Source: an optimization exercise on an open RTL-to-GDS flow (aim: small area and a short achievable clock period). Production flows keep margins and buffers that such runs may drop. No functional check of the RTL was part of any run shown here. Power figures rest on the tool's default switching activity, not on a simulated workload.

<file path="design/flow/design.v">
module DecTab(input [7:0] x, output [3:0] ones, output [3:0] tens,
	output ge10, output ge100);
	wire [7:0] z = {x[7], x[6:0] ^ {7{x[7]}}};
	wire [9:0] y;
	wire n0 = z[7];
	wire n1 = !z[7];
	wire n2 = z[0] ? n1 : n0;
	wire n3 = z[0] & n0;
	wire n4 = !z[0] | n1;
	wire n5 = z[1] ? n4 : n3;
	wire n6 = z[1] & n3;
	wire n7 = z[1] ? n3 : n4;
	wire n8 = z[2] ? n7 : n6;
	wire n9 = z[3] ? n8 : n5;
	wire n10 = !z[1] & n4;
	wire n11 = z[2] ? n5 : n10;
	wire n12 = z[2] ? n6 : n5;
	wire n13 = z[3] ? n12 : n11;
	wire n14 = z[4] ? n13 : n9;
	wire n15 = z[2] ? n10 : n7;
	wire n16 = z[3] ? n5 : n15;
	wire n17 = z[3] ? n11 : n8;
	wire n18 = z[4] ? n17 : n16;
	wire n19 = z[5] ? n18 : n14;
	wire n20 = z[3] ? n15 : n12;
	wire n21 = z[4] ? n9 : n20;
	wire n22 = z[4] ? n16 : n13;
	wire n23 = z[5] ? n22 : n21;
	wire n24 = z[6] ? n23 : n19;
	wire n25 = !z[1] | n4;
	wire n26 = z[2] ? n25 : n6;
	wire n27 = z[1] | n3;
	wire n28 = z[2] & n27;
	wire n29 = z[3] ? n28 : n26;
	wire n30 = z[2] ? n6 : n10;
	wire n31 = !z[2] & n25;
	wire n32 = z[3] ? n31 : n30;
	wire n33 = z[4] ? n32 : n29;
	wire n34 = z[2] ? n10 : n27;
	wire n35 = z[3] ? n26 : n34;
	wire n36 = z[3] ? n30 : n28;
	wire n37 = z[4] ? n36 : n35;
	wire n38 = z[5] ? n37 : n33;
	wire n39 = z[3] ? n34 : n31;
	wire n40 = z[4] ? n29 : n39;
	wire n41 = z[4] ? n35 : n32;
	wire n42 = z[5] ? n41 : n40;
	wire n43 = z[6] ? n42 : n38;
	wire n44 = z[2] & n6;
	wire n45 = !z[2] & n10;
	wire n46 = z[3] ? n45 : n44;
	wire n47 = !z[2] & n5;
	wire n48 = z[2] ? n10 : n6;
	wire n49 = z[3] ? n48 : n47;
	wire n50 = z[4] ? n49 : n46;
	wire n51 = z[2] & n5;
	wire n52 = z[3] ? n44 : n51;
	wire n53 = z[3] ? n47 : n45;
	wire n54 = z[4] ? n53 : n52;
	wire n55 = z[5] ? n54 : n50;
	wire n56 = z[3] ? n51 : n48;
	wire n57 = z[4] ? n46 : n56;
	wire n58 = z[4] ? n52 : n49;
	wire n59 = z[5] ? n58 : n57;
	wire n60 = z[6] ? n59 : n55;
	wire n61 = z[2] | n27;
	wire n62 = z[3] & n61;
	wire n63 = z[3] ? n28 : n31;
	wire n64 = z[4] ? n63 : n62;
	wire n65 = !z[2] | n25;
	wire n66 = !z[3] & n65;
	wire n67 = z[3] ? n31 : n61;
	wire n68 = z[4] ? n67 : n66;
	wire n69 = z[5] ? n68 : n64;
	wire n70 = z[3] ? n65 : n28;
	wire n71 = z[4] ? n62 : n70;
	wire n72 = z[4] ? n66 : n63;
	wire n73 = z[5] ? n72 : n71;
	wire n74 = z[6] ? n73 : n69;
	wire n75 = z[2] | n6;
	wire n76 = z[3] | n75;
	wire n77 = z[4] & n76;
	wire n78 = z[3] & n75;
	wire n79 = z[4] ? n78 : n66;
	wire n80 = z[5] ? n79 : n77;
	wire n81 = !z[3] | n65;
	wire n82 = !z[4] & n81;
	wire n83 = z[3] | n44;
	wire n84 = z[4] & n83;
	wire n85 = z[5] ? n84 : n82;
	wire n86 = z[6] ? n85 : n80;
	wire n87 = z[4] | n83;
	wire n88 = z[5] & n87;
	wire n89 = !z[5] & n82;
	wire n90 = z[6] ? n89 : n88;
	wire n91 = z[3] & n44;
	wire n92 = z[4] | n91;
	wire n93 = !z[3] & n31;
	wire n94 = !z[4] & n93;
	wire n95 = z[5] ? n94 : n92;
	wire n96 = z[6] & n95;
	wire n97 = z[4] | n62;
	wire n98 = z[5] | n97;
	wire n99 = z[6] | n98;
	wire n100 = z[4] | n76;
	wire n101 = z[5] & n100;
	wire n102 = z[6] & n101;
	assign y[0] = n2;
	assign y[1] = n24;
	assign y[2] = n43;
	assign y[3] = n60;
	assign y[4] = n74;
	assign y[5] = n86;
	assign y[6] = n90;
	assign y[7] = n96;
	assign y[8] = n99;
	assign y[9] = n102;
	assign ones = y[3:0];
	assign tens = y[7:4];
	assign ge10 = y[8];
	assign ge100 = y[9];
endmodule
module BcdSeg(input [3:0] d, output [6:0] segs);
	wire A = d[3], B = d[2], C = d[1], D = d[0];
	assign segs[0] = !(A | C | (B & D) | (!B & !D));
	assign segs[1] = !(!B | (!C & !D) | (C & D));
	assign segs[2] = !(B | !C | D);
	assign segs[3] = !((!B & !D) | (!B & C) | (C & !D) | (B & !C & D));
	assign segs[4] = !((!B & !D) | (C & !D));
	assign segs[5] = !(A | (!C & !D) | (B & !C) | (B & !D));
	assign segs[6] = !(A | (B & !C) | (!B & C) | (C & !D));
endmodule
module HexSeg(input [3:0] bin, output [6:0] segs);
	wire n0 = bin[0];
	wire n1 = !bin[1] & n0;
	wire n2 = !bin[0];
	wire n3 = !bin[1] & n2;
	wire n4 = bin[2] ? n3 : n1;
	wire n5 = bin[1] & n0;
	wire n6 = bin[2] ? n1 : n5;
	wire n7 = bin[3] ? n6 : n4;
	wire n8 = bin[1] ? n2 : n0;
	wire n9 = bin[2] & n8;
	wire n10 = bin[1] | n2;
	wire n11 = bin[2] ? n10 : n5;
	wire n12 = bin[3] ? n11 : n9;
	wire n13 = bin[1] & n2;
	wire n14 = !bin[2] & n13;
	wire n15 = bin[2] & n10;
	wire n16 = bin[3] ? n15 : n14;
	wire n17 = bin[1] ? n0 : n2;
	wire n18 = bin[2] ? n17 : n1;
	wire n19 = bin[2] ? n5 : n8;
	wire n20 = bin[3] ? n19 : n18;
	wire n21 = !bin[1] | n0;
	wire n22 = bin[2] ? n21 : n0;
	wire n23 = !bin[2] & n1;
	wire n24 = bin[3] ? n23 : n22;
	wire n25 = bin[1] | n0;
	wire n26 = bin[2] ? n5 : n25;
	wire n27 = bin[2] & n1;
	wire n28 = bin[3] ? n27 : n26;
	wire n29 = !bin[1];
	wire n30 = bin[2] ? n5 : n29;
	wire n31 = bin[2] & n3;
	wire n32 = bin[3] ? n31 : n30;
	assign segs[0] = n7;
	assign segs[1] = n12;
	assign segs[2] = n16;
	assign segs[3] = n20;
	assign segs[4] = n24;
	assign segs[5] = n28;
	assign segs[6] = n32;
endmodule
module Ctrl(input [6:0] ip, output [6:0] tgt,
	output g_ld0, g_ldsz, g4_set, g4_clr, g5_set, g5_clr,
	output g6_set, g6_clr, s0_we, s1_we, s2_we, s3_we,
	output d_we, f0_clr, f1_clr, f2_clr, f3_clr, f4_we,
	output f5_we, sz_clr, sz_shl, sz_shr, sz_one, sz5_set,
	output sz5_clr, s0_dinp, s0_s1, s0_sum, s0_mq, s1_s0,
	output s2_s1, f4_sum, f5_shr, c_f0, c_f1, c_f2,
	output c_f3, c_sz0, c_szeq1, c_sz1, c_sz2, c_sz3,
	output c_fz, c_go);
	assign g_ld0 = (!ip[6] & !ip[5] & !ip[3] & !ip[2] & !ip[1] & !ip[0]);
	assign g_ldsz = (ip[6] & ip[5] & ip[3] & ip[2] & ip[1] & ip[0]) | (ip[5] & ip[4] & ip[3] & !ip[2] & ip[1] & !ip[0]);
	assign g4_set = (!ip[6] & !ip[4] & ip[3] & !ip[2] & !ip[1] & !ip[0]);
	assign g4_clr = (ip[5] & !ip[4] & !ip[3] & ip[1] & ip[0]) | (ip[5] & !ip[3] & !ip[2] & ip[1] & ip[0]) | (ip[6] & !ip[5] & !ip[4] & ip[2] & !ip[1] & ip[0]) | (!ip[6] & !ip[5] & ip[4] & !ip[2] & ip[1] & !ip[0]);
	assign g5_set = (ip[5] & !ip[4] & !ip[3] & ip[1] & !ip[0]) | (ip[6] & !ip[5] & !ip[4] & ip[2] & !ip[1] & !ip[0]);
	assign g5_clr = (!ip[5] & ip[4] & ip[3] & !ip[2] & ip[1] & ip[0]) | (!ip[6] & ip[5] & !ip[4] & ip[3] & ip[0]) | (ip[6] & !ip[5] & !ip[3] & ip[2] & !ip[0]) | (!ip[6] & ip[5] & ip[4] & !ip[3] & !ip[1] & !ip[0]);
	assign g6_set = (!ip[6] & ip[5] & ip[3] & ip[2] & ip[1] & ip[0]);
	assign g6_clr = (!ip[6] & ip[5] & ip[3] & ip[2] & !ip[1] & !ip[0]);
	assign s0_we = (ip[6] & !ip[3] & ip[2] & !ip[1] & !ip[0]) | (ip[6] & ip[4] & ip[2] & ip[1] & ip[0]) | (ip[6] & !ip[5] & !ip[4] & !ip[2] & !ip[1] & ip[0]) | (ip[5] & ip[4] & !ip[3] & ip[2] & !ip[1] & ip[0]) | (!ip[6] & !ip[5] & ip[4] & !ip[3] & ip[1] & ip[0]);
	assign s1_we = (ip[4] & !ip[3] & ip[2] & ip[1] & !ip[0]) | (ip[6] & ip[5] & ip[3] & !ip[2] & !ip[1] & ip[0]) | (ip[6] & !ip[5] & !ip[4] & ip[3] & ip[2] & ip[1] & !ip[0]);
	assign s2_we = (ip[6] & ip[5] & !ip[4] & !ip[2] & ip[1] & !ip[0]) | (!ip[6] & ip[5] & !ip[3] & ip[2] & ip[1] & ip[0]) | (!ip[6] & !ip[5] & ip[4] & !ip[3] & !ip[1] & ip[0]) | (!ip[5] & !ip[4] & ip[3] & ip[2] & ip[1] & ip[0]);
	assign s3_we = (!ip[5] & ip[4] & !ip[3] & ip[2] & !ip[1] & !ip[0]);
	assign d_we = (ip[6] & ip[5] & !ip[4] & !ip[2] & !ip[1] & !ip[0]) | (!ip[6] & ip[5] & ip[3] & ip[2] & !ip[1] & ip[0]) | (ip[6] & !ip[5] & !ip[4] & !ip[2] & ip[1] & !ip[0]) | (!ip[6] & !ip[5] & ip[3] & !ip[2] & !ip[1] & !ip[0]);
	assign f0_clr = (!ip[6] & !ip[4] & ip[3] & ip[2] & ip[0]);
	assign f1_clr = (!ip[6] & !ip[5] & !ip[4] & ip[3] & !ip[1] & !ip[0]);
	assign f2_clr = (!ip[6] & !ip[4] & ip[3] & ip[1] & ip[0]);
	assign f3_clr = (!ip[6] & !ip[5] & !ip[4] & ip[3] & !ip[2] & !ip[0]);
	assign f4_we = (ip[6] & !ip[3] & ip[2] & !ip[1] & !ip[0]) | (ip[6] & !ip[5] & !ip[4] & !ip[2] & !ip[1] & ip[0]);
	assign f5_we = (!ip[6] & !ip[5] & ip[4] & ip[3] & ip[2] & ip[0]) | (ip[5] & !ip[4] & !ip[2] & ip[1] & ip[0]) | (ip[6] & !ip[5] & ip[4] & !ip[3] & !ip[1] & !ip[0]) | (!ip[6] & ip[5] & ip[4] & !ip[2] & !ip[1] & !ip[0]);
	assign sz_clr = (!ip[6] & !ip[4] & !ip[3] & ip[2] & !ip[1] & ip[0]);
	assign sz_shl = (!ip[6] & !ip[5] & ip[4] & ip[3] & ip[2] & !ip[1] & ip[0]);
	assign sz_shr = (ip[5] & !ip[4] & !ip[2] & ip[1] & ip[0]) | (ip[6] & !ip[5] & ip[4] & !ip[3] & !ip[1] & !ip[0]) | (!ip[6] & !ip[5] & ip[3] & ip[2] & ip[1] & ip[0]) | (!ip[6] & ip[5] & ip[4] & !ip[2] & !ip[1] & !ip[0]);
	assign sz_one = (!ip[6] & ip[5] & !ip[4] & !ip[3] & !ip[0]);
	assign sz5_set = (ip[6] & ip[5] & ip[3] & ip[2] & !ip[1] & ip[0]) | (ip[6] & !ip[5] & !ip[3] & !ip[2] & ip[1] & !ip[0]);
	assign sz5_clr = (ip[6] & ip[5] & ip[4] & ip[0]) | (!ip[6] & !ip[4] & !ip[3] & ip[2] & !ip[1] & ip[0]);
	assign s0_dinp = (!ip[5] & !ip[3]);
	assign s0_s1 = (!ip[6] & ip[5]);
	assign s0_sum = (!ip[2]);
	assign s0_mq = (!ip[0]);
	assign s1_s0 = (!ip[5] & !ip[3]);
	assign s2_s1 = (!ip[1]);
	assign f4_sum = (ip[0]);
	assign f5_shr = (!ip[2]) | (ip[1]);
	assign c_f0 = (!ip[6] & !ip[4] & ip[3] & ip[2] & ip[0]);
	assign c_f1 = (!ip[6] & !ip[4] & ip[3] & ip[2] & !ip[0]);
	assign c_f2 = (!ip[6] & !ip[4] & ip[3] & ip[1] & ip[0]);
	assign c_f3 = (!ip[6] & !ip[4] & ip[3] & ip[1] & !ip[0]);
	assign c_sz0 = (ip[5] & !ip[3] & !ip[2] & ip[1] & !ip[0]) | (!ip[6] & ip[3] & ip[2] & ip[1] & !ip[0]) | (ip[6] & !ip[5] & !ip[4] & !ip[3] & ip[0]) | (ip[6] & ip[4] & ip[3] & !ip[2] & !ip[0]) | (!ip[6] & !ip[5] & ip[4] & ip[3] & ip[2] & !ip[0]);
	assign c_szeq1 = (!ip[5] & !ip[4] & ip[3] & !ip[2] & !ip[1] & !ip[0]);
	assign c_sz1 = (ip[6] & ip[4] & ip[3] & !ip[1] & !ip[0]);
	assign c_sz2 = (ip[6] & ip[4] & ip[2] & !ip[1] & ip[0]);
	assign c_sz3 = (ip[6] & ip[4] & ip[2] & ip[1] & !ip[0]) | (!ip[6] & !ip[5] & ip[3] & !ip[2] & !ip[1] & ip[0]);
	assign c_fz = (ip[5] & !ip[4] & !ip[3] & !ip[1] & ip[0]) | (ip[6] & !ip[5] & !ip[3] & !ip[1] & ip[0]) | (ip[6] & ip[5] & ip[3] & ip[2] & !ip[1] & !ip[0]) | (ip[6] & !ip[5] & !ip[4] & !ip[2] & ip[1] & ip[0]);
	assign c_go = (ip[5] & !ip[4] & !ip[3] & !ip[2] & ip[0]) | (!ip[6] & !ip[5] & ip[3] & ip[2] & ip[1] & !ip[0]) | (!ip[6] & ip[5] & !ip[4] & ip[1]) | (ip[6] & ip[5] & ip[4] & ip[1]) | (ip[6] & !ip[5] & !ip[4] & !ip[3] & !ip[1]) | (ip[6] & !ip[3] & !ip[2] & ip[1] & ip[0]) | (!ip[6] & !ip[4] & ip[2] & ip[1] & ip[0]);
	assign tgt[0] = (ip[4] & !ip[3] & !ip[1]) | (!ip[6] & ip[4] & !ip[1] & !ip[0]);
	assign tgt[1] = (ip[6] & !ip[2]) | (!ip[6] & ip[2]) | (!ip[6] & ip[5]) | (ip[1] & ip[0]) | (ip[5] & ip[3]);
	assign tgt[2] = (!ip[5] & ip[4] & ip[2]) | (ip[2] & !ip[1] & !ip[0]) | (ip[6] & !ip[2] & ip[1] & ip[0]) | (!ip[6] & !ip[3] & !ip[1]) | (!ip[6] & !ip[5] & !ip[2] & !ip[0]);
	assign tgt[3] = (ip[5]) | (ip[6] & !ip[4]) | (!ip[6] & ip[4]) | (!ip[3] & ip[1]) | (!ip[4] & ip[2] & ip[1]) | (!ip[6] & !ip[1] & ip[0]) | (ip[6] & !ip[2] & !ip[0]);
	assign tgt[4] = (!ip[6] & !ip[5] & !ip[4] & !ip[2]) | (ip[4] & !ip[3] & !ip[1]) | (!ip[6] & ip[4] & !ip[1] & !ip[0]) | (!ip[6] & ip[3] & ip[2] & ip[0]);
	assign tgt[5] = (ip[6] & ip[2] & !ip[1]) | (!ip[6] & !ip[2] & ip[0]) | (!ip[5] & ip[4] & ip[2] & ip[1]) | (ip[4] & ip[1] & ip[0]);
	assign tgt[6] = (ip[6] & ip[2] & !ip[1]) | (!ip[6] & !ip[4] & !ip[1]) | (ip[6] & !ip[5] & !ip[2] & ip[0]) | (!ip[5] & ip[4] & ip[2] & ip[1]);
endmodule
module MyComputer(
	input Clock,
	output [9:0] LEDR,
	input [9:0] SW,
	input [3:0] KEY,
	output [6:0] HEX0,
	output [6:0] HEX1,
	output [6:0] HEX2,
	output [6:0] HEX3,
	output [6:0] HEX4,
	output [6:0] HEX5
);
	reg rs1, rs2, rst;
	reg [4:0] dcnt;
	wire dtog = (dcnt == 5'd29);
	wire rst_n = dtog ? !rst : rst;      
	always @(posedge Clock) begin
		rs1 <= SW[9];
		rs2 <= rs1;
		dcnt <= ((rst == rs2) | dtog) ? 5'd0 : dcnt + 5'd1;
		rst <= rst_n;
	end
	reg ts1;
	reg [3:0] k1, k2, k3;
	always @(posedge Clock) begin
		ts1 <= SW[8];
		k1 <= {KEY[3], ~KEY[2:0]};
		k2 <= k1;
		k3 <= k2;
	end
	wire [3:0] pb = k3 & ~k2;
	reg [7:0] pdat, dinp;
	always @(posedge Clock)
		if (k1[3] & ~KEY[3]) pdat <= SW[7:0];
	reg [7:0] cnt;
	reg go, ngo;
	wire cwrap = (cnt == 8'h68);
	wire go_n = !rst_n && ((!rst && cwrap) || ts1);
	always @(posedge Clock) begin
		cnt <= rst ? 8'h02 : cwrap ? 8'h01 : {cnt[6:0], cnt[7] ^ cnt[5] ^ cnt[4] ^ cnt[3]};
		go <= go_n;
		ngo <= !go_n;
	end
	reg [6:0] ip;
	reg [7:0] s0, s1, s2, s3;    
	reg [3:0] sz;                
	reg sz5;                     
	reg [5:0] gout;              
	reg enA, enB_n, enC, enD_n;  
	reg [5:0] flag;
	wire [6:0] tgt;
	wire g_ld0, g_ldsz, g4_set, g4_clr, g5_set, g5_clr, g6_set, g6_clr;
	wire s0_we, s1_we, s2_we, s3_we, d_we;
	wire f0_clr, f1_clr, f2_clr, f3_clr, f4_we, f5_we;
	wire sz_clr, sz_shl, sz_shr, sz_one, sz5_set, sz5_clr;
	wire s0_dinp, s0_s1, s0_sum, s0_mq, s1_s0, s2_s1, f4_sum, f5_shr;
	wire c_f0, c_f1, c_f2, c_f3, c_sz0, c_szeq1, c_sz1, c_sz2, c_sz3, c_fz, c_go;
	Ctrl ctl(.ip(ip), .tgt(tgt),
		.g_ld0(g_ld0), .g_ldsz(g_ldsz), .g4_set(g4_set), .g4_clr(g4_clr),
		.g5_set(g5_set), .g5_clr(g5_clr), .g6_set(g6_set), .g6_clr(g6_clr),
		.s0_we(s0_we), .s1_we(s1_we), .s2_we(s2_we), .s3_we(s3_we), .d_we(d_we),
		.f0_clr(f0_clr), .f1_clr(f1_clr), .f2_clr(f2_clr), .f3_clr(f3_clr),
		.f4_we(f4_we), .f5_we(f5_we),
		.sz_clr(sz_clr), .sz_shl(sz_shl), .sz_shr(sz_shr), .sz_one(sz_one),
		.sz5_set(sz5_set), .sz5_clr(sz5_clr),
		.s0_dinp(s0_dinp), .s0_s1(s0_s1), .s0_sum(s0_sum), .s0_mq(s0_mq),
		.s1_s0(s1_s0), .s2_s1(s2_s1), .f4_sum(f4_sum), .f5_shr(f5_shr),
		.c_f0(c_f0), .c_f1(c_f1), .c_f2(c_f2), .c_f3(c_f3), .c_sz0(c_sz0),
		.c_szeq1(c_szeq1), .c_sz1(c_sz1), .c_sz2(c_sz2), .c_sz3(c_sz3),
		.c_fz(c_fz), .c_go(c_go));
	wire sz0 = (sz == 4'd0);
	wire fz = (flag == 6'd0);
	wire taken = c_go | (c_f0 & flag[0]) | (c_f1 & flag[1]) | (c_f2 & flag[2]) |
		(c_f3 & flag[3]) | (c_sz0 & sz0) | (c_szeq1 & (sz == 4'd1)) |
		(c_sz1 & sz[1]) | (c_sz2 & sz[2]) | (c_sz3 & sz[3]) | (c_fz & fz);
	wire [6:0] nip = taken ? tgt : ip + 7'd1;
	reg [8:0] ma;
	reg [7:0] mq;
	reg [3:0] mc;
	reg mrst, mlast, povr;
	wire mdone = mc[3] & mc[0];
	wire msub = mlast & mq[0];
	wire [8:0] aa = mc[3] ? {s1[7], s1} : ma;
	wire [8:0] ab = ({s0[7], s0} ^ {9{msub}}) & {9{mc[3] | mq[0]}};
	wire [8:0] msum;
	Add9 add(.a(aa), .b(ab), .cin(msub), .s(msum));
	always @(posedge Clock) begin
		mrst <= !ngo & (s0_we | s1_we);
		mlast <= !mrst && (mc == 4'd6);
		if (mrst) begin
			ma <= 9'd0;
			mq <= s1;
			mc <= 4'd0;
		end else if (!mdone) begin
			if (mc[3]) begin
				ma <= msum;
				povr <= !((&{ma[7:0], mq[7]}) | ~(|{ma[7:0], mq[7]}));
			end else begin
				ma <= {msum[8], msum[8:1]};
				mq <= {msum[0], mq[7:1]};
			end
			mc <= mc + 4'd1;
		end
	end
	wire sum_ov = ma[8] ^ ma[7];
	reg [6:0] so, st_n;    
	reg h2one, h2neg;      
	reg h3neg;             
	wire neg = s0[7];
	wire [3:0] ones, tens;
	wire ge10, ge100;
	wire [6:0] so_n, sgt;
	DecTab dec(.x(s0), .ones(ones), .tens(tens), .ge10(ge10), .ge100(ge100));
	BcdSeg sg0(.d(ones), .segs(so_n));
	BcdSeg sg1(.d(tens), .segs(sgt));
	always @(posedge Clock) begin
		if (!ngo) begin
			ip <= nip;
			if (s0_we) s0 <= ({8{s0_dinp}} & dinp) | ({8{s0_s1}} & s1) |
				({8{s0_sum}} & ma[7:0]) | ({8{s0_mq}} & mq);
			if (s1_we) s1 <= s1_s0 ? s0 : s2;
			if (s2_we) s2 <= s2_s1 ? s1 : s3;
			if (s3_we) s3 <= s2;
			if (d_we) begin
				so <= so_n;
				st_n <= ge10 ? ~sgt : neg ? 7'h40 : 7'h00;
				h2one <= ge100;
				h2neg <= neg && ge10 && !ge100;
				h3neg <= neg && ge100;
			end
			if (g_ld0 | g_ldsz) gout[3:0] <= g_ldsz ? sz : 4'd0;
			if (g_ld0 | g_ldsz | g4_clr | g4_set) gout[4] <= g4_set;
			if (g_ld0 | g_ldsz | g5_clr | g5_set) gout[5] <= g5_set | (g_ldsz & sz5);
			if (g_ld0 | g_ldsz | g6_clr | g6_set) begin
				enA <= g6_set | g_ldsz;
				enB_n <= !(g6_set | g_ldsz);
			end
			if (ip == 7'd0 || ip == 7'd58 || ip == 7'd60 || ip == 7'd63 || ip == 7'd111) begin
				enC <= ip == 7'd58 || ip == 7'd63 || ip == 7'd111;
				enD_n <= !(ip == 7'd58 || ip == 7'd63 || ip == 7'd111);
			end
			if (f0_clr) flag[0] <= 1'b0;
			if (f1_clr) flag[1] <= 1'b0;
			if (f2_clr) flag[2] <= 1'b0;
			if (f3_clr) flag[3] <= 1'b0;
			if (f4_we) flag[4] <= f4_sum ? sum_ov : povr;
			if (f5_we) flag[5] <= f5_shr & sz[0];
			if (sz_clr) sz <= 4'd0;
			if (sz_shl) sz <= {sz[2:0], 1'b0};
			if (sz_shr) sz <= {1'b0, sz[3:1]};
			if (sz_one) sz <= 4'd1;
			if (sz5_clr) sz5 <= 1'b0;
			if (sz5_set) sz5 <= 1'b1;
		end
		if (rst) begin
			ip <= 7'd0;
			flag <= 6'd0;
		end else begin
			if (pb[0]) flag[0] <= 1'b1;
			if (pb[1]) flag[1] <= 1'b1;
			if (pb[2]) flag[2] <= 1'b1;
			if (pb[3]) begin flag[3] <= 1'b1; dinp <= pdat; end
		end
	end
	reg [6:0] hx4, hx5;
	wire [6:0] hx4_n, hx5_n;
	HexSeg sg4(.bin(ip[3:0]), .segs(hx4_n));
	HexSeg sg5(.bin({1'b0, ip[6:4]}), .segs(hx5_n));
	always @(posedge Clock) begin
		hx4 <= hx4_n;
		hx5 <= hx5_n;
	end
	assign LEDR = {flag[5], flag[4], flag[3], go, gout};
	assign HEX0 = {so[6:4] | {3{!enC}}, so[3:0] | {4{!enA}}};
	assign HEX1 = {~(st_n[6:4] & {3{!enD_n}}), ~(st_n[3:0] & {4{!enB_n}})};
	assign HEX2 = {!(enC && h2neg), 3'b111, !(enC && h2one), !(enC && h2one), 1'b1};
	assign HEX3 = {!(!enD_n && h3neg), 6'h3f};
	assign HEX4 = hx4;
	assign HEX5 = hx5;
endmodule
module Add9(input [8:0] a, input [8:0] b, input cin, output [8:0] s);
	wire [8:0] p = a ^ b;
	wire [8:0] g0 = a & b;
	wire [8:0] G0 = {g0[8:1], g0[0] | (p[0] & cin)};
	wire [8:0] P0 = {p[8:1], 1'b0};
	wire [8:0] G1, P1;
	wire [8:0] G2, P2, G3, P3, G4;
	genvar i;
	generate
		for (i = 0; i < 9; i = i + 1) begin : pf
			if (i % 2 == 1) begin : l1c
				assign G1[i] = G0[i] | (P0[i] & G0[i-1]);
				assign P1[i] = P0[i] & P0[i-1];
			end else begin : l1p
				assign G1[i] = G0[i];
				assign P1[i] = P0[i];
			end
			if ((i / 2) % 2 == 1) begin : l2c
				assign G2[i] = G1[i] | (P1[i] & G1[(i/4)*4+1]);
				assign P2[i] = P1[i] & P1[(i/4)*4+1];
			end else begin : l2p
				assign G2[i] = G1[i];
				assign P2[i] = P1[i];
			end
			if ((i / 4) % 2 == 1) begin : l3c
				assign G3[i] = G2[i] | (P2[i] & G2[(i/8)*8+3]);
				assign P3[i] = P2[i] & P2[(i/8)*8+3];
			end else begin : l3p
				assign G3[i] = G2[i];
				assign P3[i] = P2[i];
			end
			if (i == 8) begin : l4c
				assign G4[i] = G3[i] | (P3[i] & G3[7]);
			end else begin : l4p
				assign G4[i] = G3[i];
			end
		end
	endgenerate
	assign s = p ^ {G4[7:0], cin};
endmodule
</file>
<file path="design/flow/constraint.sdc">
create_clock -name core_clock -period 11.0 [get_ports {Clock}]
set_input_delay 2.2000 -clock core_clock [delete_from_list [all_inputs] [get_ports {Clock}]]
set_output_delay 2.2000 -clock core_clock [all_outputs]
set_load 0.01 [all_outputs]
</file>
<file path="design/flow/flow/run.sh">
#!/bin/bash
# The standard layout (standard.sh), with buf_4 cells as the port buffers
# instead of the default delay buffers.

bash standard.sh "BUFFER_PORTS_ARGS=-buffer_cell sky130_fd_sc_hd__buf_4" finish > standard.log 2>&1
</file>
<file path="design/flow/standard.sh">
#!/bin/bash
# synth_recipe.tcl (not shown) runs the flow's synth.tcl, then flattens the netlist and writes it again
# the make line also repeats each setting of config.mk as NAME=value (left out here)
make -C /OpenROAD-flow-scripts/flow DESIGN_CONFIG=/design/flow/config.mk WORK_HOME=/design/flow/orfs CLKGATE_MAP_FILE= SYNTH_SCRIPT=/design/flow/synth_recipe.tcl "${@:-finish}"
</file>
<file path="design/flow/config.mk">
export PLATFORM = sky130hd
export DESIGN_NAME = MyComputer
export DESIGN_NICKNAME = MyComputer
export VERILOG_FILES = /design/flow/design.v
export SDC_FILE = /design/flow/constraint.sdc
export NUM_CORES = 4
export LEC_CHECK = 0
export ABC_AREA = 1
export CAP_MARGIN = 20
export CORE_MARGIN = 2
export CORE_UTILIZATION = 40
export CTS_BUF_LIST = sky130_fd_sc_hd__clkbuf_8
export CTS_CLUSTER_SIZE = 20
export PLACE_DENSITY = 0.6
export SLEW_MARGIN = 20
</file>
==> flow_metrics.py, run 1 <==
metrics = {
    "die": {
        "dieHeight_um": 153,
        "die_width_um": 153,
        "dieArea_sq_mm": 0.0235,
        "coreArea_sq_mm": 0.0219,
        "start_util_pct": 40.8,
        "rows": 54,
        "pin_count": 67,
    },
    "detailed_routing": {
        "vias": 7690,
        "remaining_drc_errors": 0,
        "vias_per_cell": 5.26,
        "wirelength_um": 23100,
        "avgRoutedWirePerCell_um": 15.8,
        "ant_nets": 0,
        "drt-initial-drc-count": 805,
        "first_pass_iters": 5,
    },
    "timing": {
        "grt_setup_unrepaired": "false",
        "tightest_slew_ps": 943,
        "drv_slew": 0,
        "finalSetupViolCount": 0,
        "layout_min_cycle_time_ps": 3360,
        "finClkSkew_ps": 26.4,
        "setup_slack_ps": 7640,
        "period_share_pct": 30.5,
        "maxSlewHeadroom_pct": 36.7,
        "tns_ps": 0,
        "max_freq_mhz": 298,
        "hold_viol": 0,
    },
    "power": {
        "powerDensity_mw_per_mm2": 109,
        "pwr-share-seq_pct": 59.7,
        "ir_worst_vdd_v": 0.0000783,
        "p_int_uw": 808,
        "p_sw_share_pct": 24.5,
        "p_total_uw": 1070,
        "p_switching_uw": 262,
        "p_comb_share_pct": 0.8,
        "clockPowerShare_pct": 39.5,
        "p_leak_uw": 0.00445,
    },
    "worst_hold_path": {
        "hp-class": "reg -> reg",
        "hold_end": "k2[2]$_DFF_P_",
        "whs_path_depth": 0,
        "worstHoldStart": "k1[2]$_DFF_P_",
    },
    "worst_setup_path": {
        "cp.required_ps": 8800,
        "worstRegToRegCells": 16,
        "startpoint_type": "flop",
        "critPathKind": "reg -> out",
        "cp_max_fo": 5,
        "r2r_end": "ip[2]$_SDFFE_PP0N_",
        "r2r_slack_ps": 7890,
        "rr_startpoint": "ip[4]$_SDFFE_PP0N_",
        "cp-end-kind": "primary output",
        "worstPathArrival_ps": 1160,
    },
    "cts": {
        "cts_buffers": 17,
        "cts_max_path_buffers": 2,
        "cts_resized": 0,
        "clock_latency_ps": 460,
        "cts_setup_buffers": 0,
        "htree_levels": 4,
        "cts_tree": "built",
        "hold_buffers": 0,
        "clk_pin_slew_ps": 90,
        "cts_root_buf": "clkbuf_8",
        "clock_sinks": 162,
    },
    "layout": {
        "instances_no_fill": 1461,
        "n_antenna_cell": 0,
        "drive_gt1_share_pct": 10.8,
        "fin_nets": 1215,
        "area_growth_pct": 10.4,
        "n_fill_cell": 2249,
    },
    "global_routing": {
        "overflow": 0,
        "antenna_found_initial": 0,
        "grt_pass1_vias": 7042,
        "grt_usage_pct": 19.7,
        "grt_pass1_wl_um": 37500,
        "grt_max_degree": 31,
    },
    "place": {
        "portBuffers": 56,
        "hpwl_um": 16600,
        "gp_congestion": 1.01,
        "placed_cells": 1429,
        "pre_cts_ws_ps": 7840,
    },
    "logic_synthesis": {
        "synth_ff_type": "edfxtp_1",
        "ys_top_cells_by_area": "edfxtp_1 30%, dfxtp_1 16%, nand2_1 13%, inv_1 5.7%, nand3_1 4.4%",
        "synthDominantCellAreaShare_pct": 29.9,
        "yosysTopAreaCell": "edfxtp_1",
        "synth_edf_count": 89,
        "synth.distinct_cells": 58,
        "avgSynthCellArea_sq_um": 7.91,
        "seq_area_frac_synth_pct": 46.3,
        "async_reset_ff_share_pct": 0,
        "yosysWarnings": 1,
        "synth-seq-cells": 162,
        "netlist_instances": 1129,
        "synth_area_sq_mm": 0.00893,
    },
    "status": {
        "status": "complete, no violations",
    },
    "job": {
        "drv_cap": 0,
    },
}
-- worst max-delay path, cell delays in order, from the launching register on --
cell,delay [ps]
edfxtp_1,480
nand2_1,120
buf_4,120
-- power by group through the flow --
stage / clock, uW / sequential (uW) / combinational (uW)
2_1_floorplan: 0 / 652 / 7.07
3_3_place_gp: 0 / 653 / 8.60
3_5_place_dp: 0 / 653 / 8.80
4_1_cts: 432 / 639 / 8.84
5_1_grt: 461 / 640 / 10.0
6_report: 423 / 639 / 8.75
-- metrics by stage --
stage / utilization, % / hold slack [ps] / cell area [sq um]
floorplan: - / 310 / 8970
detailed placement: 43.3 / 315 / 9480
finish: 45.0 / 335 / 9860
global placement: 43.3 / 312 / 9480
CTS: 45.0 / 338 / 9860
global route: 45.0 / 349 / 9860
-- final cells by class --
cell class	count	area [sq um]	share of cell area (%)
sequential	162	4130	41.9
tap	280	350	3.55
timing repair buffer	63	473	4.80
inverter	147	553	5.61
multi-input combinational	777	3970	40.3
clock inverter	15	145	1.47
clock buffer	17	234	2.37
-- how the worst max path moves through the flow --
stage	startpoint	depth (start not counted)	slack, ps	end
after detailed placement	KEY[3]	2	7840	pdat[5]$_DFFE_PP_
after CTS	enC$_DFFE_PP_	2	7590	HEX2[1]
after global routing	enC$_DFFE_PP_	2	7550	HEX2[2]
after floorplan	KEY[3]	1	8050	pdat[0]$_DFFE_PP_
final	enC$_DFFE_PP_	2	7640	HEX2[1]
after global placement	KEY[3]	2	7850	pdat[0]$_DFFE_PP_
-- cell families after synthesis --
logic type / count (synthesis) / synth area share [%]
AND/OR/NAND/NOR: 560 / 26.9
buffers and inverters: 199 / 9.74
flip-flops: 162 / 46.3
AO/OA/AOI/OAI: 159 / 10.3
adder cells (fa/ha/maj): 32 / 4.82
XOR/XNOR: 16 / 1.95
other: 1 / 0.0420
-- routing by layer --
layer / GRT usage [%] / share of wire (%) / up-vias
met4: 5.94 / 2.1 / 0
met1: 28.4 / 46 / 3500
met2: 29.5 / 43 / 357
met5: 0 / 0 / -
li1: - / - / 3788
met3: 4.62 / 8.6 / 45
-- cells in the final DEF (no fill, tap or decap), drive strengths merged, types with 25 or more instances in the layout --
cell and instances:
buf 63, edfxtp 89, dfxtp 73, nor2 103
o21ai 61, nand4 25, ha 28, nand2 320
nand3 81, a21oi 51, inv 149
-- cells in the mapped netlist (all sizes together) (6+ instances only) --
| master | number |
|---|---|
| o21ai | 61 |
| ha | 28 |
| nor3 | 19 |
| clkinv | 6 |
| clkbuf | 19 |
| a31oi | 11 |
| buf | 33 |
| nand4 | 25 |
| a21oi | 51 |
| edfxtp | 89 |
| dfxtp | 73 |
| a22oi | 10 |
| nand2 | 320 |
| xor2 | 11 |
| nor2 | 103 |
| nand3 | 81 |
| inv | 141 |
-- flip-flops by register name, indices dropped and copies added (netlist names), 8 cells and up --
register  cells
cnt           8
dinp          8
ma            9
mq            8
pdat          8
s0            8
s1            8
s2            8
s3            8
==> inputs of run 2 (changes only) <==
==> design/flow/flow/run.sh (replaced) <==
#!/bin/bash
# The standard layout (standard.sh), with buf_4 cells as the port buffers
# instead of the default delay buffers, and timing repair aimed below the
# clock period.
bash standard.sh "BUFFER_PORTS_ARGS=-buffer_cell sky130_fd_sc_hd__buf_4" SETUP_SLACK_MARGIN=7.5 finish > standard.log 2>&1
==> run 2 against run 1 <==
  * Critical path depth unchanged
  * Final area unchanged
  * Still clean
  * Synthesized area stayed put
  * First-iteration DRC count unchanged
  * Routed wire length unchanged
  * Setup slack unchanged
  * Core utilization unchanged
  * Total power did not move
  * Worst hold slack unchanged
  * Die area unchanged
  * Maximum frequency did not move
==> flow_metrics.py, run 2 <==
metrics = {
    "detailed_routing": {
        "wirelength_um": 23100,
        "avgRoutedWirePerCell_um": 15.8,
        "drt-initial-drc-count": 805,
        "vias": 7690,
        "ant_nets": 0,
        "first_pass_iters": 5,
        "vias_per_cell": 5.26,
        "remaining_drc_errors": 0,
    },
    "cts": {
        "cts_setup_buffers": 0,
        "clock_sinks": 162,
        "clock_latency_ps": 460,
        "cts_resized": 0,
        "clk_pin_slew_ps": 90,
        "htree_levels": 4,
        "hold_buffers": 0,
        "cts_tree": "built",
        "cts_root_buf": "clkbuf_8",
        "cts_max_path_buffers": 2,
        "cts_buffers": 17,
    },
    "place": {
        "hpwl_um": 16600,
        "portBuffers": 56,
        "gp_congestion": 1.01,
        "pre_cts_ws_ps": 7840,
    },
    "timing": {
        "tns_ps": 0,
        "drv_slew": 0,
        "tightest_slew_ps": 943,
        "layout_min_cycle_time_ps": 3360,
        "setup_slack_ps": 7640,
        "period_share_pct": 30.5,
        "grt_setup_unrepaired": "false",
        "maxSlewHeadroom_pct": 36.7,
        "finClkSkew_ps": 26.4,
        "hold_viol": 0,
        "finalSetupViolCount": 0,
        "max_freq_mhz": 298,
    },
    "logic_synthesis": {
        "synth_area_sq_mm": 0.00893,
        "yosysTopAreaCell": "edfxtp_1",
        "synthDominantCellAreaShare_pct": 29.9,
        "synth_most_common_cell": "nand2_1",
        "ys_top_cells_by_area": "edfxtp_1 30%, dfxtp_1 16%, nand2_1 13%, inv_1 5.7%, nand3_1 4.4%",
        "synth_edf_count": 89,
        "synth-seq-cells": 162,
        "synth_ff_type": "edfxtp_1",
        "yosysWarnings": 1,
        "async_reset_ff_share_pct": 0,
        "seq_area_frac_synth_pct": 46.3,
        "netlist_instances": 1129,
        "synth_common_cells": "310 x nand2_1, 136 x inv_1, 98 x nor2_1",
        "avgSynthCellArea_sq_um": 7.91,
        "synth.distinct_cells": 58,
    },
    "worst_setup_path": {
        "max_stage_delay_ps": 480,
        "cp.depth": 2,
        "cp.required_ps": 8800,
        "path_buf_inv": 1,
        "r2r_slack_ps": 7890,
        "cp_top_family": "flip-flops",
        "slowest_stage": "edfxtp_1",
        "startpoint_type": "flop",
        "cp_max_fo": 5,
        "crit_path_cell_trace": "nand2_1, buf_4",
        "rr_startpoint": "ip[4]$_SDFFE_PP0N_",
        "worstRegToRegCells": 16,
        "critPathCapture": "HEX2[1]",
        "cp-startpoint": "enC$_DFFE_PP_",
        "critPathKind": "reg -> out",
        "cp-end-kind": "primary output",
        "r2r_end": "ip[2]$_SDFFE_PP0N_",
        "worstPathArrival_ps": 1160,
    },
    "die": {
        "rows": 54,
        "dieHeight_um": 153,
        "die_width_um": 153,
        "dieArea_sq_mm": 0.0235,
        "pin_count": 67,
        "start_util_pct": 40.8,
        "coreArea_sq_mm": 0.0219,
    },
    "layout": {
        "layout_commonest_cell": "nand2_1",
        "n_antenna_cell": 0,
        "fin_nets": 1215,
        "mostFrequentLayoutCells": "310 x nand2_1, 137 x inv_1, 98 x nor2_1",
        "drive_gt1_share_pct": 10.8,
        "n_fill_cell": 2249,
        "area_growth_pct": 10.4,
        "regMostFlops": "ma",
        "largest_register_ffs": 9,
    },
    "global_routing": {
        "grt_max_degree": 31,
        "grt_usage_pct": 19.7,
        "grt_pass1_wl_um": 37500,
        "overflow": 0,
        "antenna_found_initial": 0,
        "grt_pass1_vias": 7042,
    },
    "power": {
        "p_leak_uw": 0.00445,
        "powerDensity_mw_per_mm2": 109,
        "ir_worst_vdd_v": 0.0000783,
    },
    "status": {
        "status": "complete, no violations",
    },
    "job": {
        "drv_cap": 0,
    },
    "worst_hold_path": {
        "hp-class": "reg -> reg",
    },
}
## run 2: cell counts after synthesis
No cell type changed its count.
## run 2: logic make-up (layout without fill, tap and decap cells)
logic type	count (synthesis)	count (layout)	synth area share, %
flip-flops	162	162	46.3
adder cells (fa/ha/maj)	32	32	4.82
AO/OA/AOI/OAI	159	159	10.3
XOR/XNOR	16	16	1.95
AND/OR/NAND/NOR	560	560	26.9
other	1	10	0.0420
buffers and inverters	199	242	9.74
## run 2: cell type report
type | instances | area [sq um] | area share, %
flip-flops and latches | 162 | 4130 | 41.9
clock buffers | 17 | 234 | 2.37
inverters | 147 | 553 | 5.61
well taps | 280 | 350 | 3.55
repair buffers | 63 | 473 | 4.80
clock inverters | 15 | 145 | 1.47
multi-input cells | 777 | 3970 | 40.3
## run 2: metal layers
layer  track usage, %  part of all wire, %  vias up
met3             4.62                  8.6       45
met4             5.94                  2.1        0
met1             28.4                   46     3500
met5                0                    0        -
met2             29.5                   43      357
li1                 -                    -     3788
## run 2: how the worst min path moves through the flow
stage | startpoint | end | slack (ps) | cells after the start
after global routing | k1[0]$_DFF_P_ | k2[0]$_DFF_P_ | 350 | 0
final | k1[2]$_DFF_P_ | k2[2]$_DFF_P_ | 340 | 0
after global placement | rs1$_DFF_P_ | rs2$_DFF_P_ | 310 | 0
after detailed placement | k1[1]$_DFF_P_ | k2[1]$_DFF_P_ | 310 | 0
after floorplan | k1[0]$_DFF_P_ | k2[0]$_DFF_P_ | 310 | 0
after CTS | k1[2]$_DFF_P_ | k2[2]$_DFF_P_ | 340 | 0
## run 2: per-stage QoR
step / utilization (%) / cells / hold WS (ps) / power [uW] / instance area (sq um)
finish: 45.0 / 1461 / 335 / 1070 / 9860
global route: 45.0 / 1461 / 349 / 1110 / 9860
CTS: 45.0 / 1461 / 338 / 1080 / 9860
detailed placement: 43.3 / 1429 / 315 / 662 / 9480
global placement: 43.3 / 1429 / 312 / 661 / 9480
floorplan: - / 1138 / 310 / 659 / 8970
## run 2: report_power, final
| group | leakage [uW] | switching, uW | internal [uW] | total, uW |
|---|---|---|---|---|
| Combinational | 0.00286 | 4.36 | 4.39 | 8.75 |
| Sequential | 0.00141 | 1.90 | 637 | 639 |
| Clock | 0.000186 | 256 | 167 | 423 |
| Total | 0.00445 | 262 | 808 | 1070 |
==> inputs of run 3 (changes only) <==
--- a/design/flow/design.v
+++ b/design/flow/design.v
@@ -270,8 +270,8 @@
 	reg [7:0] cnt;
 	reg go, ngo;
-	wire cwrap = (cnt == 8'h68);
+	wire cwrap = (cnt == 8'd250);
 	wire go_n = !rst_n && ((!rst && cwrap) || ts1);
 	always @(posedge Clock) begin
-		cnt <= rst ? 8'h02 : cwrap ? 8'h01 : {cnt[6:0], cnt[7] ^ cnt[5] ^ cnt[4] ^ cnt[3]};
+		cnt <= rst ? 8'd1 : cwrap ? 8'd0 : cnt + 8'd1;
 		go <= go_n;
 		ngo <= !go_n;
==> run 3 against run 2 <==
  * Cell count up 4.1%
  * Maximum frequency is 0.16% higher
  * Synthesized cell count up 5.2%
  * Routed wire length up 4.3%
  * Worst hold slack worse by 0.90 ps
  * Clock power grew 7.6%
==> flow_metrics.py, run 3 <==
metrics = {
    "status": {
        "status": "complete, no violations",
    },
    "cts": {
        "cts_buffers": 17,
        "htree_levels": 4,
        "hold_buffers": 0,
        "clock_latency_ps": 470,
        "cts_setup_buffers": 0,
        "cts_max_path_buffers": 2,
        "clk_pin_slew_ps": 90,
        "clock_sinks": 162,
        "cts_resized": 0,
        "cts_tree": "built",
        "cts_root_buf": "clkbuf_8",
    },
    "logic_synthesis": {
        "synth_edf_count": 89,
        "synth_area_sq_mm": 0.00925,
        "yosysWarnings": 1,
        "synth_most_common_cell": "nand2_1",
        "yosysTopAreaCell": "edfxtp_1",
        "synth.distinct_cells": 56,
        "seq_area_frac_synth_pct": 44.7,
        "avgSynthCellArea_sq_um": 7.79,
        "synth_common_cells": "300 x nand2_1, 148 x inv_1, 116 x nor2_1",
        "netlist_instances": 1188,
        "ys_top_cells_by_area": "edfxtp_1 29%, dfxtp_1 16%, nand2_1 12%, inv_1 6.0%, nand3_1 4.9%",
        "synthDominantCellAreaShare_pct": 28.9,
        "async_reset_ff_share_pct": 0,
        "synth_ff_type": "edfxtp_1",
        "synth-seq-cells": 162,
    },
    "die": {
        "dieArea_sq_mm": 0.0244,
        "coreArea_sq_mm": 0.0227,
        "pin_count": 67,
        "rows": 55,
        "start_util_pct": 40.7,
        "dieHeight_um": 156,
        "die_width_um": 156,
    },
    "layout": {
        "fin_nets": 1272,
        "multiInputGateArea_sq_mm": 0.00421,
        "largest_register_ffs": 9,
        "n_antenna_cell": 0,
        "regArea_sq_mm": 0.00413,
        "n_fill_cell": 2326,
        "regMostFlops": "ma",
        "layout_commonest_cell": "nand2_1",
        "instances_no_fill": 1521,
        "drive_gt1_share_pct": 10.9,
        "mostFrequentLayoutCells": "300 x nand2_1, 148 x inv_1, 116 x nor2_1",
        "area_growth_pct": 10.0,
    },
    "timing": {
        "maxSlewHeadroom_pct": 35.3,
        "tightest_slew_ps": 964,
        "drv_slew": 0,
        "finClkSkew_ps": 16.3,
        "whs_ps": 335,
        "period_share_pct": 30.5,
        "tns_ps": 0,
        "layout_min_cycle_time_ps": 3350,
        "finalSetupViolCount": 0,
        "max_freq_mhz": 298,
        "hold_viol": 0,
        "grt_setup_unrepaired": "false",
    },
    "place": {
        "portBuffers": 56,
        "placed_cells": 1489,
        "gp_congestion": 0.961,
        "hpwl_um": 17600,
    },
    "detailed_routing": {
        "vias_per_cell": 5.21,
        "avgRoutedWirePerCell_um": 15.8,
        "vias": 7924,
        "drt-initial-drc-count": 993,
        "remaining_drc_errors": 0,
        "wirelength_um": 24100,
        "first_pass_iters": 6,
        "ant_nets": 0,
    },
    "worst_setup_path": {
        "startpoint_type": "flop",
        "worstPathArrival_ps": 1150,
        "r2r_slack_ps": 7840,
        "cp-end-kind": "primary output",
        "critPathKind": "reg -> out",
        "cp.required_ps": 8800,
        "cp_max_fo": 4,
    },
    "global_routing": {
        "overflow": 0,
        "grt_max_degree": 37,
        "grt_pass1_vias": 7574,
        "antenna_found_initial": 0,
        "grt_pass1_wl_um": 39800,
        "grt_usage_pct": 20.8,
    },
    "power": {
        "p_leak_uw": 0.00468,
        "p_int_uw": 1690,
        "p_total_uw": 3320,
        "ir_worst_vdd_v": 0.000149,
        "p_comb_share_pct": 56.2,
        "clockPowerShare_pct": 13.7,
        "p_switching_uw": 1630,
        "powerDensity_mw_per_mm2": 326,
        "p_sw_share_pct": 49.1,
        "pwr-share-seq_pct": 30.1,
    },
    "worst_hold_path": {
        "hp-class": "reg -> reg",
    },
    "job": {
        "drv_cap": 0,
    },
}
run 3: layout make-up:
type	count	area share [%]
Sequential cell	162	40.6
Clock inverter	15	1.66
Tap cell	285	3.50
Timing Repair Buffer	65	4.79
Inverter	156	5.76
Multi-Input combinational cell	821	41.4
Clock buffer	17	2.30
run 3: power by group through the flow:
| stage | sequential, uW | combinational [uW] | clock, uW |
|---|---|---|---|
| after floorplan | 962 | 1410 | 0 |
| after global placement | 1010 | 1830 | 0 |
| after detailed placement | 1010 | 1840 | 0 |
| after CTS | 1000 | 1850 | 467 |
| after global routing | 1020 | 2120 | 492 |
| final | 1000 | 1870 | 455 |
run 3: final timing paths:
path / endpoint / cells after the start / startpoint
worst max-delay path: HEX1[5] / 3 / enD_n$_DFFE_PP_
worst min-delay path: k2[1]$_DFF_P_ / 0 / k1[1]$_DFF_P_
worst max register to register: ma[3]$_SDFFE_PP0N_ / 12 / mq[0]$_DFFE_PP_
worst min register to register: k2[1]$_DFF_P_ / 0 / k1[1]$_DFF_P_
run 3: kinds of logic (layout without fill, tap and decap cells):
family	Yosys count	after routing	share of synthesized area, %
simple gates	575	575	26.6
buf+inv	214	253	10.2
compound gates	180	180	11.0
flops	162	162	44.7
fa+ha+maj	34	34	4.92
xor+xnor	22	22	2.61
other cells	1	10	0.0405
run 3: critical path, cell delays in order, from the launching register on:
cell and delay [ps]:
edfxtp_1 370, inv_1 110, nand2_1 60, buf_4 140
run 3: through the flow:
step           util (%)  setup slack [ps]  instance area (sq um)
6_report           44.8              7650                  10200
3_5_place_dp       43.1              7840                   9780
3_3_place_gp       43.1              7870                   9780
5_1_grt            44.8              7550                  10200
2_1_floorplan         -              8010                   9290
4_1_cts            44.8              7600                  10200
run 3: metal layers:
metal,up-vias,wire (um),global-route usage [%]
li1,3949,-,-
met5,-,0,0
met2,346,10600,31.9
met4,0,326,5.46
met1,3596,11200,29.8
met3,33,1940,4.28
==> inputs of run 4 (changes only) <==
==> design/flow/flow/run.sh (replaced) <==
#!/bin/bash
# The standard layout (standard.sh), with buf_4 cells as the port buffers
# instead of the default delay buffers, and timing repair aimed below the
# clock period.
bash standard.sh "BUFFER_PORTS_ARGS=-buffer_cell sky130_fd_sc_hd__buf_4" SETUP_SLACK_MARGIN=7.7 finish > standard.log 2>&1
==> run 4 against run 3 <==
  * Highest routed layer unchanged
  * Synthesized area unchanged
  * First-iteration DRC count rose by 2.8%
  * Clock power hardly changed
  * Largest cell class unchanged
  * Via count is 0.15% higher
  * Setup slack better by 2.0 ps
  * Combinational power about the same
==> flow_metrics.py, run 4 <==
metrics = {
    "status": {
        "status": "complete, no violations",
    },
    "die": {
        "dieArea_sq_mm": 0.0244,
        "dieHeight_um": 156,
        "coreArea_sq_mm": 0.0227,
        "pin_count": 67,
        "start_util_pct": 40.7,
        "rows": 55,
        "die_width_um": 156,
    },
    "worst_setup_path": {
        "critPathKind": "reg -> out",
        "startpoint_type": "flop",
        "worstPathArrival_ps": 1150,
        "cp_max_fo": 5,
        "cp.required_ps": 8800,
        "cp-end-kind": "primary output",
        "r2r_slack_ps": 7960,
    },
    "detailed_routing": {
        "vias_per_cell": 5.22,
        "wirelength_um": 24100,
        "ant_nets": 0,
        "drt-initial-drc-count": 1021,
        "avgRoutedWirePerCell_um": 15.8,
        "vias": 7936,
        "remaining_drc_errors": 0,
        "first_pass_iters": 6,
    },
    "global_routing": {
        "grt_max_degree": 37,
        "grt_pass1_wl_um": 39800,
        "antenna_found_initial": 0,
        "grt_usage_pct": 20.7,
        "overflow": 0,
        "grt_pass1_vias": 7581,
    },
    "layout": {
        "n_antenna_cell": 0,
        "multiInputGateArea_sq_mm": 0.00424,
        "layout_commonest_cell": "nand2_1",
        "regMostFlops": "ma",
        "n_fill_cell": 2316,
        "fin_nets": 1272,
        "largest_register_ffs": 9,
        "area_growth_pct": 10.7,
        "regArea_sq_mm": 0.00414,
        "mostFrequentLayoutCells": "291 x nand2_1, 146 x inv_1, 116 x nor2_1",
        "fin_util_pct": 45.1,
        "drive_gt1_share_pct": 12.0,
    },
    "place": {
        "hpwl_um": 17600,
        "portBuffers": 56,
        "gp_congestion": 0.961,
        "pre_cts_ws_ps": 7840,
    },
    "logic_synthesis": {
        "yosysTopAreaCell": "edfxtp_1",
        "synth_top_family_by_area": "simple AND/OR/NAND/NOR gates",
        "seq_area_frac_synth_pct": 44.7,
        "synth_common_cells": "300 x nand2_1, 148 x inv_1, 116 x nor2_1",
        "synth_ff_type": "edfxtp_1",
        "synth_fa_ha_area_share_pct": 4.92,
        "synth_most_common_cell": "nand2_1",
        "avgSynthCellArea_sq_um": 7.79,
        "netlist_instances": 1188,
        "yosysWarnings": 1,
        "ys_top_cells_by_area": "edfxtp_1 29%, dfxtp_1 16%, nand2_1 12%, inv_1 6.0%, nand3_1 4.9%",
        "synth.distinct_cells": 56,
        "synth_edf_count": 89,
        "synth_xor_area_share_pct": 2.61,
        "synthMuxAreaShare_pct": 0,
        "synth_compound_area_share_pct": 11.0,
        "async_reset_ff_share_pct": 0,
        "synth-seq-cells": 162,
        "synth_area_sq_mm": 0.00925,
        "synth-simple-area-share_pct": 26.6,
        "synthDominantCellAreaShare_pct": 28.9,
    },
    "cts": {
        "clk_pin_slew_ps": 90,
        "clock_sinks": 162,
        "cts_setup_buffers": 0,
        "clock_latency_ps": 480,
        "cts_root_buf": "clkbuf_8",
        "cts_max_path_buffers": 2,
        "cts_buffers": 17,
        "hold_buffers": 0,
        "cts_tree": "built",
        "htree_levels": 4,
    },
    "timing": {
        "grt_setup_unrepaired": "true",
        "maxSlewHeadroom_pct": 35.2,
        "layout_min_cycle_time_ps": 3350,
        "hold_viol": 0,
        "tns_ps": 0,
        "period_share_pct": 30.5,
        "setup_slack_ps": 7650,
        "max_freq_mhz": 299,
        "tightest_slew_ps": 965,
        "finalSetupViolCount": 0,
        "finClkSkew_ps": 18.1,
        "drv_slew": 0,
    },
    "job": {
        "drv_cap": 0,
    },
    "worst_hold_path": {
        "hp-class": "reg -> reg",
    },
    "power": {
        "ir_worst_vdd_v": 0.000149,
        "powerDensity_mw_per_mm2": 326,
        "p_total_uw": 3340,
        "p_leak_uw": 0.00470,
    },
}
## run 4: stage by stage
step	hold slack, ps	std cells	cell area, sq um
6_report	335	1521	10200
5_1_grt	341	1521	10200
4_1_cts	336	1521	10200
2_1_floorplan	310	1197	9290
3_5_place_dp	312	1489	9780
3_3_place_gp	312	1489	9780
## run 4: final cells by class
cell class                      instances  area share, %
Multi-Input combinational cell        821           41.3
Sequential cell                       162           40.4
Inverter                              156           5.73
Timing Repair Buffer                   65           5.13
Tap cell                              285           3.48
Clock buffer                           17           2.28
Clock inverter                         15           1.65
## run 4: path summary, 6_finish.rpt
| kind | endpoint | cells past startpoint | start |
|---|---|---|---|
| hold / removal | k2[1]$_DFF_P_ | 0 | k1[1]$_DFF_P_ |
| hold reg to reg | k2[1]$_DFF_P_ | 0 | k1[1]$_DFF_P_ |
| setup reg to reg | ma[3]$_SDFFE_PP0N_ | 12 | mq[0]$_DFFE_PP_ |
| setup / recovery | HEX2[2] | 2 | enC$_DFFE_PP_ |
## run 4: report_power, final
group / leakage (uW) / switching, uW / internal, uW / total (uW)
Clock: 0.000208 / 245 / 209 / 454
Combinational: 0.00305 / 1260 / 622 / 1880
Sequential: 0.00144 / 135 / 869 / 1000
## run 4: cells by family after synthesis
family,Yosys count
buffers and inverters,214
AOI/OAI and AO/OA,180
and+or+nand+nor,575
other,1
adders and majority gates,34
DFF,162
xor gates and xnor gates,22
## run 4: what timing repair did
item	CTS	global route
endpoints found under the hold margin	0	0
setup endpoints to repair	18	20
gates resized for setup	16	7
pin swaps	7	3
## run 4: layer usage
layer	GRT usage, %	wire length (um)	up-vias
met2	31.9	10600	335
met1	29.8	11300	3618
met3	4.28	1880	35
li1	-	-	3948
met4	5.46	354	0
met5	0	0	-
## run 4: worst max-delay path: stages, from the launching register on
cell      delay [ps]
edfxtp_1         450
nand2_1          110
buf_4            120
==> inputs of run 5 (changes only) <==
--- a/design/flow/design.v
+++ b/design/flow/design.v
@@ -339,5 +339,5 @@
 	end
 	wire sum_ov = ma[8] ^ ma[7];
-	reg [6:0] so, st_n;    
+	reg [6:0] so, st;      
 	reg h2one, h2neg;      
 	reg h3neg;             
@@ -345,8 +345,8 @@
 	wire [3:0] ones, tens;
 	wire ge10, ge100;
-	wire [6:0] so_n, sgt;
+	wire [6:0] so_n, st_n;
 	DecTab dec(.x(s0), .ones(ones), .tens(tens), .ge10(ge10), .ge100(ge100));
 	BcdSeg sg0(.d(ones), .segs(so_n));
-	BcdSeg sg1(.d(tens), .segs(sgt));
+	BcdSeg sg1(.d(tens), .segs(st_n));
 	always @(posedge Clock) begin
 		if (!ngo) begin
@@ -359,5 +359,5 @@
 			if (d_we) begin
 				so <= so_n;
-				st_n <= ge10 ? ~sgt : neg ? 7'h40 : 7'h00;
+				st <= ge10 ? st_n : neg ? 7'h3f : 7'h7f;
 				h2one <= ge100;
 				h2neg <= neg && ge10 && !ge100;
@@ -408,5 +408,5 @@
 	assign LEDR = {flag[5], flag[4], flag[3], go, gout};
 	assign HEX0 = {so[6:4] | {3{!enC}}, so[3:0] | {4{!enA}}};
-	assign HEX1 = {~(st_n[6:4] & {3{!enD_n}}), ~(st_n[3:0] & {4{!enB_n}})};
+	assign HEX1 = {st[6:4] | {3{enD_n}}, st[3:0] | {4{enB_n}}};
 	assign HEX2 = {!(enC && h2neg), 3'b111, !(enC && h2one), !(enC && h2one), 1'b1};
 	assign HEX3 = {!(!enD_n && h3neg), 6'h3f};
==> design/flow/flow/run.sh (replaced) <==
#!/bin/bash
# The standard layout (standard.sh) with three changes to how it is made:
# buf_4 cells as the port buffers instead of the default delay buffers,
# timing repair aimed below the clock period, and an area-oriented ABC
# mapping script (flow/abc_area.script) in a copy of the ORFS scripts.
set -e
rm -rf scripts_copy
cp -r "$FLOW_HOME/scripts" scripts_copy
cp flow/abc_area.script scripts_copy/abc_area.script
bash standard.sh SCRIPTS_DIR="$PWD/scripts_copy" \
	"BUFFER_PORTS_ARGS=-buffer_cell sky130_fd_sc_hd__buf_4" \
	SETUP_SLACK_MARGIN=7.9 finish > standard.log 2>&1
==> design/flow/flow/abc_area.script (new file) <==
strash
dch
amap
topo
==> run 5 against run 4 <==
  * Still clean
  * Synthesized area shrank 11%
  * Critical path type unchanged
  * Cell count shrank 15%
  * Core utilization grew 5.2 points
  * Register-to-register slack gained 40 ps
  * Largest cell class is now registers
  * Clock skew shrank 8.5 ps
  * Worst hold slack is essentially flat
  * Sequential share of layout area grew 0.73 points
  * Final area shrank 1.0%
  * Maximum frequency shrank 5.9%
  * Die area shrank 11%
  * Sequential power is essentially flat
  * Clock power shrank 4.4%
==> flow_metrics.py, run 5 <==
metrics = {
    "power": {
        "ir_worst_vdd_v": 0.000111,
        "powerDensity_mw_per_mm2": 328,
        "p_leak_uw": 0.00370,
    },
    "worst_setup_path": {
        "worstPathArrival_ps": 1360,
        "critPathKind": "reg -> out",
        "cp.required_ps": 8800,
        "cp-end-kind": "primary output",
        "startpoint_type": "flop",
        "cp_max_fo": 4,
    },
    "timing": {
        "tns_ps": 0,
        "max_freq_mhz": 281,
        "layout_min_cycle_time_ps": 3560,
        "tightest_slew_ps": 946,
        "setup_slack_ps": 7440,
        "drv_slew": 0,
        "finalSetupViolCount": 0,
        "hold_viol": 0,
        "grt_setup_unrepaired": "true",
        "finClkSkew_ps": 9.55,
        "period_share_pct": 32.4,
        "maxSlewHeadroom_pct": 36.7,
    },
    "layout": {
        "instances_no_fill": 1291,
        "area_growth_pct": 23.6,
        "drive_gt1_share_pct": 22.4,
        "multiInputGateArea_sq_mm": 0.00385,
        "largest_register_ffs": 9,
        "regMostFlops": "ma",
        "n_fill_cell": 1890,
        "regArea_sq_mm": 0.00417,
        "finalInstanceArea_sq_mm": 0.0101,
        "n_antenna_cell": 0,
        "layout_commonest_cell": "nor2_1",
        "mostFrequentLayoutCells": "129 x nor2_1, 94 x clkinv_1, 89 x edfxtp_1",
        "fin_util_pct": 50.3,
        "fin_nets": 1057,
    },
    "place": {
        "portBuffers": 56,
        "pre_cts_ws_ps": 7040,
        "dpl_cell_area_sq_mm": 0.00901,
        "gp_congestion": 0.984,
        "hpwl_um": 15600,
        "placed_cells": 1223,
    },
    "logic_synthesis": {
        "synth_area_sq_mm": 0.00820,
        "synth_ff_type": "edfxtp_1",
        "ys_top_cells_by_area": "edfxtp_1 33%, dfxtp_1 18%, nor2_1 6.5%, clkinv_1 5.5%, ha_1 4.6%",
        "yosysWarnings": 1,
        "synth.distinct_cells": 49,
        "synth_edf_count": 89,
        "synth-seq-cells": 162,
        "synth_most_common_cell": "nor2_1",
        "yosysTopAreaCell": "edfxtp_1",
        "avgSynthCellArea_sq_um": 9.16,
        "async_reset_ff_share_pct": 0,
        "netlist_instances": 895,
        "seq_area_frac_synth_pct": 50.4,
        "synthDominantCellAreaShare_pct": 32.6,
        "synth_common_cells": "141 x nor2_1, 120 x clkinv_1, 89 x edfxtp_1",
    },
    "die": {
        "coreArea_sq_mm": 0.0202,
        "die_width_um": 147,
        "rows": 52,
        "dieHeight_um": 147,
        "start_util_pct": 40.7,
        "dieArea_sq_mm": 0.0217,
        "pin_count": 67,
    },
    "detailed_routing": {
        "vias_per_cell": 5.65,
        "first_pass_iters": 8,
        "drt-initial-drc-count": 958,
        "avgRoutedWirePerCell_um": 17.4,
        "ant_nets": 0,
        "vias": 7299,
        "wirelength_um": 22500,
        "remaining_drc_errors": 0,
    },
    "global_routing": {
        "grt_max_degree": 36,
        "gr-usage-met3_pct": 3.88,
        "antenna_found_initial": 0,
        "grt_use_met2_pct": 31.3,
        "grt_usage_pct": 20.5,
        "grt_pass1_wl_um": 35300,
        "overflow": 0,
        "grt_use_met1_pct": 29.4,
        "grt_pass1_vias": 6516,
        "busiest_layer": "met2",
    },
    "status": {
        "status": "complete, no violations",
    },
    "cts": {
        "cts_max_path_buffers": 2,
        "clock_latency_ps": 470,
        "cts_buffers": 17,
        "clk_pin_slew_ps": 100,
        "cts_root_buf": "clkbuf_8",
        "htree_levels": 4,
        "clock_sinks": 162,
        "cts_tree": "built",
        "hold_buffers": 0,
    },
    "worst_hold_path": {
        "hp-class": "reg -> reg",
    },
    "job": {
        "drv_cap": 0,
    },
}
run 5: final timing paths:
kind / from / end / slack (ps) / depth (start not counted)
worst max register to register: s0[7]$_DFFE_PP_ / so[3]$_DFFE_PP_ / 8000 / 15
worst max-delay path: enA$_DFFE_PP_ / HEX0[1] / 7440 / 3
worst min-delay path: k1[2]$_DFF_P_ / k2[2]$_DFF_P_ / 330 / 0
worst min register to register: k1[2]$_DFF_P_ / k2[2]$_DFF_P_ / 330 / 0
run 5: critical path, cell delays in order, from the launching register on:
cell      delay [ps]
edfxtp_1         440
clkinv_2          90
or2_0            220
buf_4            140
run 5: cells by family after synthesis:
group           count (synthesis)  share of synthesized area, %
simple gates                  308                          16.4
compound gates                255                          20.7
flops                         162                          50.4
buf+inv                       135                          6.87
fa+ha+maj                      34                          5.55
other cells                     1                        0.0457
run 5: routing by layer:
layer | share of wire [%] | up-vias | wire length, um
li1 | - | 3511 | -
met1 | 46 | 3349 | 10300
met2 | 44 | 376 | 9970
met3 | 7.3 | 63 | 1640
met4 | 2.6 | 0 | 595
met5 | 0 | - | 0
run 5: final cells by class:
class | instances | area share (%)
Inverter | 120 | 5.04
Clock buffer | 17 | 2.31
Multi-Input combinational cell | 607 | 38.0
Sequential cell | 162 | 41.1
Tap cell | 270 | 3.33
Timing Repair Buffer | 100 | 8.60
Clock inverter | 15 | 1.59
run 5: where the power goes:
part	total (uW)	internal, uW	switching, uW
Clock	434	172	261
Combinational	1880	738	1140
Sequential	1020	867	149
run 5: repair_timing:
item                                   CTS  global route
endpoints found under the hold margin    0             0
setup endpoints to repair              120            96
pin swaps                               15            12
buffers inserted                         7            28
resized for setup                       68            73
run 5: metrics by stage:
step                total power [uW]  hold slack (ps)
global route                    3560              346
CTS                             3070              338
global placement                2540              311
floorplan                       2060              310
detailed placement              2530              314
finish                          3330              334

what the ideal ports hide:
How much do the figures lean on ideal ports? The routed layouts below were timed once more, with nothing changed but the port constraints.
Step 1, drivers: a clkbuf_16 drives Clock and a buf_2 each remaining input, both assumed.
Step 2 times the ports against the registers' clock, not the clock port: input delays grow and output delays shrink by t, the midpoint of the rising clock arrivals with the driver on.
Three values: ideal, step 1, step 2; two values: the first two.
run	t (ns)	slack for setup (ns)	worst slew at a driven data input, ns
run 1	0.486	7.643 / 7.605 / 7.861	0.03
run 2	0.486	7.643 / 7.605 / 7.861	0.03
run 3	0.504	7.648 / 7.611 / 7.844	0.03
run 4	0.507	7.650 / 7.612 / 7.852	0.03
run 5	0.501	7.440 / 7.404 / 7.859	0.03
After both steps setup and hold are still met in every run listed.
